What follows belongs to an exercise in optimizing a design on an open flow for a short achievable clock period and few clock cycles; a production flow would make more cautious choices.
Power and IR drop assume default switching activity.

== oak ==
==> flow/design.v (excerpt) <==
module RV32ICore(
    input  wire        CPU_CLK,
    input  wire        CPU_RST,
    output wire [31:0] IMEM_ADDR,
    input  wire [31:0] IMEM_RDATA,
    output wire [31:0] DMEM_ADDR,
    output wire [3:0]  DMEM_WE,
    output wire [31:0] DMEM_WDATA,
    input  wire [31:0] DMEM_RDATA
    );
For scale: about 2200 flip-flops, ~170 I/O pins.
clock: 10.0 ns
lec_check: 0
cap_margin: 20
core_margin: 2
core_utilization: 30
gpl_routability_driven: 1
gpl_timing_driven: 1
place_density: 0.45
setup_slack_margin: 5
slew_margin: 20
tns_end_percent: 100
standard.sh (not shown) runs the stock make flow with config.mk's settings and CLKGATE_MAP_FILE= SYNTH_SCRIPT=/design/flow/synth_recipe.tcl, a recipe that flattens the netlist after the stock synthesis.
==> flow/flow/run.sh <==
#!/bin/bash
set -euo pipefail
bash standard.sh SETUP_SLACK_MARGIN=${MARGIN:-7} finish > standard_flow.log 2>&1
## Diff of input files: pine against oak
-- flow/design.v --
<<< oak, line 108
    reg  [4:0]  x2rd;
    wire        stall;
    wire        dred;
    reg  [31:0] rf [1:31];
>>> pine, line 108
    reg  [4:0]  x2rd;
    wire        stall;
    reg         rmis;
    reg  [29:0] rnpcT, rnpcN;
    reg         rbrc;
    wire        ek = ev & ~rmis;
    wire        dred;
    reg  [31:0] rf [1:31];
<<< oak, line 151
    wire        eptok  = (ebt == eptgt);
    wire        eBJ    = eBr | eJal;
    wire        misT   = ev & (eBJ ? (~ept | ~eptok) : (~eJalr & ept));
    wire        misN   = ev & (eBr ? ept : eJal ? (~ept | ~eptok) : (~eJalr & ept));
    wire        jneq   = eaM ? (mres != epmi) : (ea != epmi);
    wire        misJ   = ev & eJalr & (~ept | jneq);
    wire        mis    = misJ | (brc ? misT : misN);
    wire [29:0] seq    = ({30{dred}}                     & dbt)
>>> pine, line 155
    wire        eptok  = (ebt == eptgt);
    wire        eBJ    = eBr | eJal;
    wire        misT   = ek & (eBJ ? (~ept | ~eptok) : (~eJalr & ept));
    wire        misN   = ek & (eBr ? ept : eJal ? (~ept | ~eptok) : (~eJalr & ept));
    wire        jneq   = eaM ? (mres != epmi) : (ea != epmi);
    wire        misJ   = ek & eJalr & (~ept | jneq);
    wire        mis    = misJ | (brc ? misT : misN);
    wire [29:0] seq    = ({30{dred}}                     & dbt)
<<< oak, line 160
                       | ({30{~dred & ~stall & ~fpt}}    & (pcF + 30'd1))
                       | ({30{stall}}                    & pcF);
    wire [29:0] nxtT   = misT ? (eBJ  ? ebt : elink) : seq;
    wire [29:0] nxtN   = misN ? (eJal ? ebt : elink) : seq;
    wire [31:0] jtgt   = eaM ? sumMR : sumRR;
    wire [29:0] nxtB   = brc ? nxtT : nxtN;
    wire [29:0] nxt    = misJ ? jtgt[31:2] : nxtB;
    wire [29:0] rtgt   = eJalr ? jtgt[31:2] : ebt;
    reg  [3:0]  we_n;
>>> pine, line 164
                       | ({30{~dred & ~stall & ~fpt}}    & (pcF + 30'd1))
                       | ({30{stall}}                    & pcF);
    wire [31:0] jtgt   = eaM ? sumMR : sumRR;
    wire [29:0] enpcT  = eJalr ? jtgt[31:2] : ((eJal | eBr) ? ebt : elink);
    wire [29:0] enpcN  = eJalr ? jtgt[31:2] : (eJal ? ebt : elink);
    wire [29:0] rnpc   = rbrc ? rnpcT : rnpcN;
    wire [29:0] nxt    = rmis ? rnpc : seq;
    wire [29:0] rtgt   = eJalr ? jtgt[31:2] : ebt;
    reg  [3:0]  we_n;
<<< oak, line 274
            f2v <= 1'b0; f2skid <= 1'b0;
            dv <= 1'b0;
            ev <= 1'b0;
            mwe <= 4'd0; mWen <= 1'b0; mLd <= 1'b0;
            wWen <= 1'b0; wLd <= 1'b0; x2Wen <= 1'b0;
        end else begin
            pcF    <= nxt;
            f2v    <= ~mis & ~dred & (stall ? f2v : 1'b1);
            f2skid <= ~mis & stall;
            dv     <= ~mis & (stall ? dv : (f2v & ~dred));
            ev     <= dv & ~stall & ~mis;
            mwe    <= (ev & eSt) ? we_n : 4'd0;
            mWen   <= ev & eWen;
            mLd    <= ev & eLd;
            wWen   <= mWen;
            x2Wen  <= wWen;
>>> pine, line 278
            f2v <= 1'b0; f2skid <= 1'b0;
            dv <= 1'b0;
            ev <= 1'b0; rmis <= 1'b0;
            mwe <= 4'd0; mWen <= 1'b0; mLd <= 1'b0;
            wWen <= 1'b0; wLd <= 1'b0; x2Wen <= 1'b0;
        end else begin
            pcF    <= nxt;
            f2v    <= ~rmis & ~dred & (stall ? f2v : 1'b1);
            f2skid <= ~rmis & stall;
            dv     <= ~rmis & (stall ? dv : (f2v & ~dred));
            ev     <= dv & ~stall & ~rmis;
            rmis   <= mis;
            mwe    <= (ek & eSt) ? we_n : 4'd0;
            mWen   <= ek & eWen;
            mLd    <= ek & eLd;
            wWen   <= mWen;
            x2Wen  <= wWen;
<<< oak, line 311
        eBr <= isBR; eJal <= isJAL; eJalr <= isJALR; eLd <= isLD; eSt <= isST; eWen <= wen;
        ef3 <= f3; erd <= rd;
        mres <= res; maddr <= sum; mwdata <= wd_n; mf3 <= ef3; mrd <= erd;
        wres <= mres; wf3 <= mf3; wlo <= mres[1:0]; wrd <= mrd;
>>> pine, line 316
        eBr <= isBR; eJal <= isJAL; eJalr <= isJALR; eLd <= isLD; eSt <= isST; eWen <= wen;
        ef3 <= f3; erd <= rd;
        rnpcT <= enpcT; rnpcN <= enpcN; rbrc <= brc;
        mres <= res; maddr <= sum; mwdata <= wd_n; mf3 <= ef3; mrd <= erd;
        wres <= mres; wf3 <= mf3; wlo <= mres[1:0]; wrd <= mrd;
<<< oak, line 323
    integer k;
    always @(posedge clk) begin
        uV <= ~rst & ev & (eBr | eJal | eJalr);
        uTaken <= taken; uJ <= eJal | eJalr; uHit <= ehit; uCtr <= ectr;
        uIdx <= epc[BTB_IB-1:0]; uTag <= epc[BTB_IB+BTB_TB-1:BTB_IB]; uTgt <= rtgt[BTB_XB-1:0];
>>> pine, line 329
    integer k;
    always @(posedge clk) begin
        uV <= ~rst & ek & (eBr | eJal | eJalr);
        uTaken <= taken; uJ <= eJal | eJalr; uHit <= ehit; uCtr <= ectr;
        uIdx <= epc[BTB_IB-1:0]; uTag <= epc[BTB_IB+BTB_TB-1:BTB_IB]; uTgt <= rtgt[BTB_XB-1:0];
### Flow results
Part of the power in the clock network (pine over oak): decrease, 1.1 points
pine: flow completed, timing, DRC and antenna clean
Any difference in fraction of area in non-clock buffers between pine and oak is small enough to ignore.
[compare] base=oak new=pine: synthesized-area fraction occupied by adder cells neither gained nor lost much; routed wire length on met3 now sits lower; count of cells resized by post-cts repair now larger; vertical die dimension rose by about 1.3%.
Of pine and oak, it is pine that has the higher area overhead of the layout relative to synthesis.
Looking at count of state elements after synthesis, pine sits 2.9% higher than oak does.
Going from oak to pine, post-placement cell count now sits higher; maximum net fanout on the critical path now sits higher; synthesized cell count now sits higher.
Function was not checked in any run of this note: the RTL went through the layout flow alone.

## separate check: timing with driven ports
How much do the figures lean on ideal ports? The routed layouts below were timed once more, with nothing changed but the port constraints.
Step 1: set_driving_cell puts a clkbuf_16 on CPU_CLK and a buf_2 on each other input, an assumption about the parent block.
Step 2 also shifts input and output timing later by t, the mid clock arrival at the registers, as if the neighbouring blocks saw the same clock.
a / b / c = ideal ports / drivers / drivers and shift; a / b = the first two.
run	shift t [ns]	setup WS [ns]	worst setup path after step 2	clock arrival spread, ns	worst register clock-pin slew, ns
oak	1.059	5.875 / 5.875 / 5.244	input to register	0.110 / 0.110	0.07 / 0.07
pine	1.004	6.443 / 6.338 / 5.334	input to register	0.059 / 0.058	0.07 / 0.07
After both steps every run listed still meets setup and hold. The setup slack of pine, which loses most, moves by -0.105 ns with the drivers and by -1.109 ns with both steps.
